This design comes from an exercise in tuning for small area and a short achievable clock period on the open sky130 flow, not from production work. RTL that was checked went through simulation tests only; none was proved equivalent to the original.

run A:
==> flow/design.v (excerpt) <==
module tta16 (
	input		cpu_clk_i,
	input		cpu_rst_i,
	output	reg		wb_cyc_o,
	output	reg	[1:0]	wb_stb_o,
	output	reg		wb_we_o,
	input			wb_ack_i,
	input			wb_rty_i,
	input			wb_err_i,
	output		[2:0]	wb_cti_o,
	output		[1:0]	wb_bte_o,
	output		[22:0]	wb_adr_o,
	output		[1:0]	wb_sel_o,
	output		[15:0]	wb_dat_o,
	input		[1:0]	wb_sel_i,
	input		[15:0]	wb_dat_i,
	output			imem_en_o,
	output	reg	[9:0]	imem_adr_o,
	input		[31:0]	imem_dat_i,
	output	reg	[1:0]	imem_we_o,
	output		[9:0]	imem_wadr_o,
	output	reg	[15:0]	imem_wdat_o
);
For scale: roughly 3400 cells after synthesis, about 610 flip-flops, about 140 I/O pins, roughly 34000 µm² of cells after synthesis.
==> flow/config.mk <==
export PLATFORM = sky130hd
export DESIGN_NAME = tta16
export DESIGN_NICKNAME = tta16
export VERILOG_FILES = /design/flow/design.v
export SDC_FILE = /design/flow/constraint.sdc
export NUM_CORES = 4
export LEC_CHECK = 0
export ABC_AREA = 1
export CAP_MARGIN = 20
export CORE_MARGIN = 2
export CORE_UTILIZATION = 40
export PLACE_DENSITY = 0.6
export SETUP_SLACK_MARGIN = 4.65
export SLEW_MARGIN = 20
==> flow/constraint.sdc <==
create_clock -name core_clock -period 8.0 [get_ports {cpu_clk_i}]
set_input_delay 1.6000 -clock core_clock [delete_from_list [all_inputs] [get_ports {cpu_clk_i}]]
set_output_delay 1.6000 -clock core_clock [all_outputs]
set_load 0.01 [all_outputs]
standard.sh (not shown) runs the stock make flow with config.mk's settings and CLKGATE_MAP_FILE= SYNTH_SCRIPT=/design/flow/synth_recipe.tcl, a recipe that flattens the netlist after the stock synthesis.
==> flow/flow/run.sh <==
#!/bin/bash
# The standard layout, with faster port buffers (buf_2 in place of the
# delay-buffer cell buffer_ports picks by default), which the resizer may
# then size as usual.
set -euo pipefail
export BUFFER_PORTS_ARGS="-buffer_cell sky130_fd_sc_hd__buf_2"
bash standard.sh > standard.log 2>&1
[inputs] run B vs run A
- SETUP_SLACK_MARGIN changed from 4.65 to 4.4
Notes after the runs:
As far as CTS H-tree depth goes, run B and run A are indistinguishable; the numbers are identical.
Signed area change from the synthesized netlist to the final layout (lower): run B
Side by side, global routing usage summed across all routing layers turned out lower in run B than in run A.
Via density per instance: run B vs run A down 0.034
Run B against run A; total wirelength of the detailed-routed design is down by a few percent.
Cmp run A and run B / count of plain and timing-repair buffers in the layout / higher: run A
Run B vs run A on hold slack: run B is the higher one.
Between run A and run B, the total number of multi-input combinational cells figures differ only marginally.
Here is what was changed in the inputs of run C compared with run B.
- TNS_END_PERCENT now 30, previously not set
- SETUP_SLACK_MARGIN now 4.5, was 4.4
Notes after the runs:
Looking at number of resized instances in the post-cts repair step, run C sits 10 higher than run B does.
In terms of fraction of area in clock buffers and inverters, run C and run B differ only marginally.
Data arrival at the endpoint of the critical path, run B and run C, lower one = run B.
There was hardly any difference in maximum level of the CTS H-tree between run B and run C.
--- input diff run C..run D ---
- CORE_UTILIZATION now 50, was 40
- PLACE_DENSITY now 0.75, was 0.6
- TNS_END_PERCENT no longer set, was 30
==> flow/flow/run.sh <==
#!/bin/bash
# The standard layout, with faster port buffers (buf_4 in place of the
# delay-buffer cell buffer_ports picks by default), which the resizer may
# then size as usual.
set -euo pipefail
export BUFFER_PORTS_ARGS="-buffer_cell sky130_fd_sc_hd__buf_4"
bash standard.sh > standard.log 2>&1
Notes after the runs:
Run D closes out successfully: all stages finished, all timing, DRC and antenna checks passed.
Between run C and run D, chip width decreased.
Going from run C to run D, required time of the critical path barely changed.
#### Input delta (run E over run D)
- CORE_UTILIZATION changed from 50 to 40
- PLACE_DENSITY changed from 0.75 to 0.5
==> flow/flow/run.sh <==
#!/bin/bash
# The standard layout, with faster port buffers (buf_2 in place of the
# delay-buffer cell buffer_ports picks by default), which the resizer may
# then size as usual.
set -euo pipefail
export BUFFER_PORTS_ARGS="-buffer_cell sky130_fd_sc_hd__buf_2"
bash standard.sh > standard.log 2>&1
--- outcome ---
Here is what was changed in the inputs of run F compared with run E.
- ABC_CLOCK_PERIOD_IN_PS newly set to 3500
- PLACE_DENSITY changed from 0.5 to 0.6
- ABC_AREA removed (was 1)
==> flow/flow/run.sh <==
#!/bin/bash
# The standard layout, with faster port buffers (buf_4 in place of the
# delay-buffer cell buffer_ports picks by default), which the resizer may
# then size as usual.
set -euo pipefail
export BUFFER_PORTS_ARGS="-buffer_cell sky130_fd_sc_hd__buf_4"
bash standard.sh > standard.log 2>&1
Results
For run F, the main combinational cell family by area after synthesis was compound AO/OA/AOI/OAI gates, unlike run E, where it was simple AND/OR/NAND/NOR gates. Run F ends up with higher fraction of final layout cells with drive strength greater than 1 than run E does. STATUS fmax: run F wins against run E. Delta(met1 layer usage reported by global route, run F - run E) < 0. The register-to-register path setup slack was comparable across run E and run F. For run F, the leading cell type in the layout, fill and taps excluded was sky130_fd_sc_hd__edfxtp_1, unlike run E, where it was sky130_fd_sc_hd__nand2_1. Run F: simple-gate share of the synthesized area is 5.2 points lower than what run E reported.

========
tta16, a different RTL version from the one above (not shown whole).
Size in the first run: roughly 2,400 cells after synthesis, roughly 520 flip-flops, about 140 I/O pins, roughly 0.033 mm2 of cells after synthesis.
Settings: LEC_CHECK=0, ABC_CLOCK_PERIOD_IN_PS=5000, CAP_MARGIN=20, CORE_MARGIN=2, CORE_UTILIZATION=40, PLACE_DENSITY=0.6, SETUP_SLACK_MARGIN=2.5, SLEW_MARGIN=20; clock period 8.0 ns.
run.sh (not shown) runs the stock make flow with config.mk's settings and CLKGATE_MAP_FILE= SYNTH_SCRIPT=/design/flow/synth_recipe.tcl, a recipe that flattens the netlist after the stock synthesis.
Stock flow here: none of the scripts above is used.
Next try:
Settings changed: ABC_CLOCK_PERIOD_IN_PS 5000 to default, SETUP_SLACK_MARGIN 2.5 to default.
Outcome: The new run finished clean; first-iteration DRC count increases by 2.4%; final area shrinks by 3.4%; hold slack loses 0.011 ns; worst setup slack is worse by 0.93 ns; via count is lower by 3.1%; clock skew went down by 0.0031 ns; die area does not change.

========
job 105:
Another version of the RTL of tta16 (not shown whole).
Size in the first run: ~3000 cells after synthesis, about 580 flip-flops, ~36000 um^2 of cells after synthesis.
Settings: LEC_CHECK=0, ABC_CLOCK_PERIOD_IN_PS=3200, CAP_MARGIN=20, CORE_MARGIN=2, CORE_UTILIZATION=40, PLACE_DENSITY=0.6, SETUP_SLACK_MARGIN=4.8, SLEW_MARGIN=20; clock period 8.0 ns.
standard.sh (not shown) runs the stock make flow with config.mk's settings and CLKGATE_MAP_FILE= SYNTH_SCRIPT=/design/flow/synth_recipe.tcl, a recipe that flattens the netlist after the stock synthesis.
==> flow/flow/run.sh <==
#!/bin/bash
# The standard layout, with faster port buffers (buf_4 in place of the
# delay-buffer cell buffer_ports picks by default), which the resizer may
# then size as usual.
set -euo pipefail
export BUFFER_PORTS_ARGS="-buffer_cell sky130_fd_sc_hd__buf_4"
bash standard.sh > standard.log 2>&1
Job 105 finished every step from synthesis to the final layout, and the layout passed the timing, DRC and antenna checks.
Inputs modified between job 105 and job 101:
Settings: swapping 4.8 for 5 in SETUP_SLACK_MARGIN; swapping 3200 for 3000 in ABC_CLOCK_PERIOD_IN_PS.
==> flow/run.sh (new file) <==
#!/bin/bash
# synth_recipe.tcl (not shown) runs the flow's synth.tcl, then flattens the netlist and writes it again
# the make line also repeats each setting of config.mk as NAME=value (left out here)
make -C /OpenROAD-flow-scripts/flow DESIGN_CONFIG=/design/flow/config.mk WORK_HOME=/design/flow/orfs CLKGATE_MAP_FILE= SYNTH_SCRIPT=/design/flow/synth_recipe.tcl finish
removed: flow/flow/run.sh
removed: flow/standard.sh
Findings:
- Job 101 drops more vias than job 105.
- met2 usage in global routing ended up 4.1 points higher on job 101 than on job 105.
- | worst hold slack | job 101 vs job 105 | 0.0061 ns higher |
- Summary of job 101 over job 105: worst setup slack fell by 0.26 ns, non-clock buffer count rose by about 40%.
- Compared to job 105, job 101 has routed wire length 9.6% higher.
- On fraction of area in multi-input gates: between job 101 and job 105, it ends up higher for job 105.

========
Another version of the RTL of tta16 (not shown whole).
Size in the first run: roughly 590 flip-flops, about 140 I/O pins, roughly 0.033 mm2 of cells after synthesis.
Design tta16, start of the top module:
module tta16 (
	input		cpu_clk_i,
	input		cpu_rst_i,
	output	reg		wb_cyc_o,
	output	reg	[1:0]	wb_stb_o,
	output	reg		wb_we_o,
	input			wb_ack_i,
	input			wb_rty_i,
	input			wb_err_i,
	output		[2:0]	wb_cti_o,
	output		[1:0]	wb_bte_o,
	output		[22:0]	wb_adr_o,
	output		[1:0]	wb_sel_o,
	output		[15:0]	wb_dat_o,
	input		[1:0]	wb_sel_i,
	input		[15:0]	wb_dat_i,
	output			imem_en_o,
	output	reg	[9:0]	imem_adr_o,
	input		[31:0]	imem_dat_i,
	output	reg	[1:0]	imem_we_o,
	output		[9:0]	imem_wadr_o,
	output		[15:0]	imem_wdat_o
);
==> flow/config.mk <==
export PLATFORM = sky130hd
export DESIGN_NAME = tta16
export DESIGN_NICKNAME = tta16
export VERILOG_FILES = /design/flow/design.v
export SDC_FILE = /design/flow/constraint.sdc
export NUM_CORES = 4
export LEC_CHECK = 0
export ABC_AREA = 1
export CAP_MARGIN = 20
export CORE_MARGIN = 2
export CORE_UTILIZATION = 40
export PLACE_DENSITY = 0.6
export SETUP_SLACK_MARGIN = 4.5
export SLEW_MARGIN = 20
==> flow/constraint.sdc <==
create_clock -name core_clock -period 8.0 [get_ports {cpu_clk_i}]
set_input_delay 1.6000 -clock core_clock [delete_from_list [all_inputs] [get_ports {cpu_clk_i}]]
set_output_delay 1.6000 -clock core_clock [all_outputs]
set_load 0.01 [all_outputs]
==> flow/flow/run.sh <==
#!/bin/bash
# The standard layout, with faster port buffers (buf_4 in place of the
# delay-buffer cell buffer_ports picks by default), which the resizer may
# then size as usual.
set -euo pipefail
export BUFFER_PORTS_ARGS="-buffer_cell sky130_fd_sc_hd__buf_4"
bash standard.sh > standard.log 2>&1
==> next run, changes <==
==> flow/flow/run.sh (replaced) <==
#!/bin/bash
# The standard layout, with faster port buffers (buf_2 in place of the
# delay-buffer cell buffer_ports picks by default), which the resizer may
# then size as usual.
set -euo pipefail
export BUFFER_PORTS_ARGS="-buffer_cell sky130_fd_sc_hd__buf_2"
bash standard.sh > standard.log 2>&1
What happened:
- global-route usage came out lower by 0.59 points
- synthesized cell count does not change
No functional check of the RTL was part of any run of this note.

========
tta16 with an RTL version that a note above also has.
Size in the first run: ~610 flip-flops, about 140 I/O pins, about 34,000 um2 of cells after synthesis.
export LEC_CHECK = 0
export ABC_AREA = 1
export CAP_MARGIN = 20
export CORE_MARGIN = 2
export CORE_UTILIZATION = 40
export PLACE_DENSITY = 0.6
export SETUP_SLACK_MARGIN = 4.2
export SLEW_MARGIN = 20
create_clock -name core_clock -period 8.0 [get_ports {cpu_clk_i}]
==> flow/flow/run.sh <==
#!/bin/bash
# The standard layout, with faster port buffers (buf_4 in place of the
# delay-buffer cell buffer_ports picks by default), which the resizer may
# then size as usual.
set -euo pipefail
export BUFFER_PORTS_ARGS="-buffer_cell sky130_fd_sc_hd__buf_4"
bash standard.sh > standard.log 2>&1
Then changed:
==> flow/flow/run.sh (replaced) <==
#!/bin/bash
# The standard layout, with faster port buffers (buf_2 in place of the
# delay-buffer cell buffer_ports picks by default), which the resizer may
# then size as usual.
set -euo pipefail
export BUFFER_PORTS_ARGS="-buffer_cell sky130_fd_sc_hd__buf_2"
bash standard.sh > standard.log 2>&1
GPL_ROUTABILITY_DRIVEN = 0   (was default)
SETUP_SLACK_MARGIN = 4.5   (was 4.2)
Outcome: Clock skew goes up by 4.9 ps. Clock-buffer cell count rose by 1. Non-clock buffer count rose by 45. Fmax grows by 9.0%. Via count climbs by 0.84%. Final cell count is higher by 1.0%.
Then changed:
CTS_BUF_LIST = sky130_fd_sc_hd__clkbuf_8   (was default)
GPL_ROUTABILITY_DRIVEN = default   (was 0)
Outcome: Synthesized cell count does not change; cell area decreases by 1.2%; fmax is higher by 1.9%.
Then changed:
==> flow/flow/run.sh (replaced) <==
#!/bin/bash
# The standard layout, with faster port buffers (buf_4 in place of the
# delay-buffer cell buffer_ports picks by default), which the resizer may
# then size as usual.
set -euo pipefail
export BUFFER_PORTS_ARGS="-buffer_cell sky130_fd_sc_hd__buf_4"
bash standard.sh > standard.log 2>&1
ABC_AREA = default   (was 1)
ABC_CLOCK_PERIOD_IN_PS = 2000   (was default)
CTS_BUF_LIST = default   (was sky130_fd_sc_hd__clkbuf_8)
After rerunning:
- flip-flop and latch count does not change
- sequential share of layout area shrinks by 2.4 points
Then changed:
==> flow/flow/run.sh (replaced) <==
#!/bin/bash
# The standard layout, with faster port buffers (buf_2 in place of the
# delay-buffer cell buffer_ports picks by default), which the resizer may
# then size as usual.
set -euo pipefail
export BUFFER_PORTS_ARGS="-buffer_cell sky130_fd_sc_hd__buf_2"
bash standard.sh > standard.log 2>&1
ABC_AREA = 1   (was default)
ABC_CLOCK_PERIOD_IN_PS = default   (was 2000)
What happened: Non-clock buffer count increases by 6; sequential share of layout area increases by 1.9 points; worst setup slack is worse by 62 ps; utilization increases by 0.22 points; wire length decreases by a few percent; worst hold slack is better by 10 ps; area after synthesis decreases by a few percent; design area decreases by a few percent; die area decreases by a few percent.

========
Setup of run 1:
Starting RTL as in the previous note.
==> flow/design.v (excerpt) <==
module tta16 (
	input		cpu_clk_i,
	input		cpu_rst_i,
	output	reg		wb_cyc_o,
	output	reg	[1:0]	wb_stb_o,
	output	reg		wb_we_o,
	input			wb_ack_i,
	input			wb_rty_i,
	input			wb_err_i,
	output		[2:0]	wb_cti_o,
	output		[1:0]	wb_bte_o,
	output		[22:0]	wb_adr_o,
	output		[1:0]	wb_sel_o,
	output		[15:0]	wb_dat_o,
	input		[1:0]	wb_sel_i,
	input		[15:0]	wb_dat_i,
	output			imem_en_o,
	output	reg	[9:0]	imem_adr_o,
	input		[31:0]	imem_dat_i,
	output	reg	[1:0]	imem_we_o,
	output		[9:0]	imem_wadr_o,
	output	reg	[15:0]	imem_wdat_o
);
export LEC_CHECK = 0
export ABC_AREA = 1
export CAP_MARGIN = 20
export CORE_MARGIN = 2
export CORE_UTILIZATION = 40
export CTS_BUF_LIST = sky130_fd_sc_hd__clkbuf_4 sky130_fd_sc_hd__clkbuf_8
export PLACE_DENSITY = 0.6
export SETUP_SLACK_MARGIN = 4.5
export SLEW_MARGIN = 20
create_clock -name core_clock -period 8.0 [get_ports {cpu_clk_i}]
==> flow/flow/run.sh <==
#!/bin/bash
# The standard layout, with faster port buffers (buf_2 in place of the
# delay-buffer cell buffer_ports picks by default), which the resizer may
# then size as usual.
set -euo pipefail
export BUFFER_PORTS_ARGS="-buffer_cell sky130_fd_sc_hd__buf_2"
bash standard.sh > standard.log 2>&1
Setup changes, run 1 to run 2
# run 1
export LEC_CHECK = 0
export ABC_AREA = 1
export CAP_MARGIN = 20
export CORE_MARGIN = 2
export CORE_UTILIZATION = 40
export CTS_BUF_LIST = sky130_fd_sc_hd__clkbuf_4 sky130_fd_sc_hd__clkbuf_8
export PLACE_DENSITY = 0.6
export SETUP_SLACK_MARGIN = 4.5
export SLEW_MARGIN = 20
create_clock -name core_clock -period 8.0 [get_ports {cpu_clk_i}]
# run 2
export LEC_CHECK = 0
export ABC_AREA = 1
export CAP_MARGIN = 20
export CORE_MARGIN = 2
export CORE_UTILIZATION = 40
export PLACE_DENSITY = 0.6
export SETUP_SLACK_MARGIN = 4.5
export SLEW_MARGIN = 20
create_clock -name core_clock -period 8.0 [get_ports {cpu_clk_i}]
==> flow/flow/run.sh <==
#!/bin/bash
# The standard layout, with faster port buffers (buf_4 in place of the
# delay-buffer cell buffer_ports picks by default), which the resizer may
# then size as usual.
set -euo pipefail
export BUFFER_PORTS_ARGS="-buffer_cell sky130_fd_sc_hd__buf_4"
bash standard.sh > standard.log 2>&1
### Flow results
Type of the worst setup path = reg2reg: run 2; type of the worst setup path = in2reg: run 1
Against run 1, design area in run 2 rose slightly.
In run 2, global routing usage on met2 is higher than in run 1.
Largest incremental delay on the critical path (lower): run 1
Inputs modified between run 2 and run 3:
# run 2
export LEC_CHECK = 0
export ABC_AREA = 1
export CAP_MARGIN = 20
export CORE_MARGIN = 2
export CORE_UTILIZATION = 40
export PLACE_DENSITY = 0.6
export SETUP_SLACK_MARGIN = 4.5
export SLEW_MARGIN = 20
create_clock -name core_clock -period 8.0 [get_ports {cpu_clk_i}]
# run 3
export LEC_CHECK = 0
export ABC_AREA = 1
export CAP_MARGIN = 20
export CORE_MARGIN = 2
export CORE_UTILIZATION = 40
export PLACE_DENSITY = 0.6
export SETUP_SLACK_MARGIN = 4.8
export SLEW_MARGIN = 20
create_clock -name core_clock -period 8.0 [get_ports {cpu_clk_i}]
### Flow results
- Diff run 2 -> run 3 | first-pass GRT wire length | up by a few percent
- In the route summary, run 3 ends up with a via count exceeding that of run 2.
- Run 3 against run 2: count of cells resized by post-cts repair went up 99; final weighted congestion in routability-driven placement went up 0.0036; share of final layout cell area taken by clock buffers and inverters went down 0.44 points.
- Between run 2 and run 3, the cell count is higher for run 3.
[inputs] run 4 vs run 3
# run 3
export LEC_CHECK = 0
export ABC_AREA = 1
export CAP_MARGIN = 20
export CORE_MARGIN = 2
export CORE_UTILIZATION = 40
export PLACE_DENSITY = 0.6
export SETUP_SLACK_MARGIN = 4.8
export SLEW_MARGIN = 20
create_clock -name core_clock -period 8.0 [get_ports {cpu_clk_i}]
# run 4
export LEC_CHECK = 0
export ABC_AREA = 1
export CAP_MARGIN = 20
export CORE_MARGIN = 2
export CORE_UTILIZATION = 40
export PLACE_DENSITY = 0.6
export SETUP_SLACK_MARGIN = 4.5
export SLEW_MARGIN = 20
export TNS_END_PERCENT = 0
create_clock -name core_clock -period 8.0 [get_ports {cpu_clk_i}]
==> flow/flow/run.sh <==
#!/bin/bash
# The standard layout, with faster port buffers (buf_2 in place of the
# delay-buffer cell buffer_ports picks by default), which the resizer may
# then size as usual.
set -euo pipefail
export BUFFER_PORTS_ARGS="-buffer_cell sky130_fd_sc_hd__buf_2"
bash standard.sh > standard.log 2>&1
[summary]
Later-pin clock latency in the skew report: run 3 vs run 4 — no meaningful difference
sky130_fd_sc_hd__edfxtp_1 as the master of the slowest instance on the critical path was reported by run 3, and sky130_fd_sc_hd__nand2_1 by run 4.
The count of placed standard cells including taps was comparable across run 3 and run 4.
Re total of clock buffers placed in the layout: run 3 and run 4 aren't equal, and the higher value belongs to run 4.
For run 3, the highest layer used for signal routing was met5, unlike run 4, where it was met4.
The number of non-clock inverters on run 3 is in line with that on run 4.
Average wire per cell in the routed design in run 4 is about 1.6% below run 3.
Number of buffers other than clock buffers in the final layout shrinks by more than 10% when moving from run 3 to run 4.
Run 3 → run 4: total clock buffers created by CTS increased by 2 relative to the old numbers; last weighted congestion value of the routability-driven placer increased by about 1.7% relative to the old numbers; fmax decreased by about 6% relative to the old numbers.

[static timing again, ports no longer ideal]
No port has a modelled driver above. Below, the same layouts with a new extraction and two added sets of constraints. Step 1, drivers: a clkbuf_16 drives cpu_clk_i and a buf_2 each remaining input, both assumed. Step 2 moves the port delays by t, midway between the first and last clock arrival at a register: inputs arrive t later, outputs are due t later. That takes back most of the time a late clock gives input paths. Three values: ideal, step 1, step 2; two values: the first two.
run | t (ns) | setup slack, ns | worst hold slack (ns) | worst slew at a driven data input, ns | cell pins on the clock port's net
run A | 0.684 | 4.561 / 4.588 / 3.915 | 0.415 / 0.415 / 0.415 | 0.09 | 1
run B | 0.690 | 4.437 / 4.414 / 3.778 | 0.419 / 0.419 / 0.419 | 0.07 | 1
run C | 0.690 | 4.367 / 4.398 / 3.709 | 0.419 / 0.419 / 0.419 | 0.07 | 1
run D | 0.675 | 4.437 / 4.480 / 3.805 | 0.417 / 0.417 / 0.417 | 0.07 | 1
run E | 0.702 | 4.443 / 4.483 / 3.781 | 0.422 / 0.422 / 0.422 | 0.07 | 1
run F | 0.701 | 4.566 / 4.570 / 3.907 | 0.409 / 0.409 / 0.409 | 0.07 | 1
the first run of note 2 | 0.680 | 2.002 / 2.002 / 2.002 | 0.430 / 0.430 / 0.430 | 0.09 | 1
the second run of note 2 | 0.675 | 1.075 / 1.075 / 1.075 | 0.419 / 0.419 / 0.419 | 0.09 | 1
job 105 | 0.704 | 4.691 / 4.625 / 4.176 | 0.420 / 0.420 / 0.420 | 0.11 | 1
job 101 | 0.720 | 4.429 / 4.429 / 4.148 | 0.426 / 0.426 / 0.426 | 0.10 | 1
the first run of note 4 | 0.679 | 4.467 / 4.508 / 3.829 | 0.418 / 0.418 / 0.418 | 0.08 | 1
the second run of note 4 | 0.685 | 4.430 / 4.474 / 3.789 | 0.417 / 0.417 / 0.417 | 0.07 | 1
the first run of note 5 | 0.682 | 4.164 / 4.194 / 3.511 | 0.419 / 0.419 / 0.419 | 0.09 | 1
the second run of note 5 | 0.678 | 4.480 / 4.490 / 3.811 | 0.416 / 0.416 / 0.416 | 0.08 | 1
the third run of note 5 | 0.795 | 4.545 / 4.545 / 3.786 | 0.419 / 0.419 / 0.419 | 0.07 | 1
the fourth run of note 5 | 0.701 | 4.566 / 4.570 / 3.907 | 0.409 / 0.409 / 0.409 | 0.07 | 1
the fifth run of note 5 | 0.692 | 4.505 / 4.505 / 3.929 | 0.419 / 0.419 / 0.419 | 0.07 | 1
run 1 | 0.796 | 4.538 / 4.549 / 3.763 | 0.420 / 0.420 / 0.420 | 0.08 | 1
run 2 | 0.688 | 4.576 / 4.576 / 3.928 | 0.417 / 0.417 / 0.417 | 0.07 | 1
run 3 | 0.689 | 4.626 / 4.626 / 3.962 | 0.420 / 0.420 / 0.420 | 0.10 | 1
run 4 | 0.691 | 4.401 / 4.428 / 3.737 | 0.419 / 0.419 / 0.419 | 0.07 | 1
After both steps every run listed still meets setup and hold. The setup slack of run 1, which loses most, moves by +0.011 ns with the drivers and by -0.775 ns with both steps.
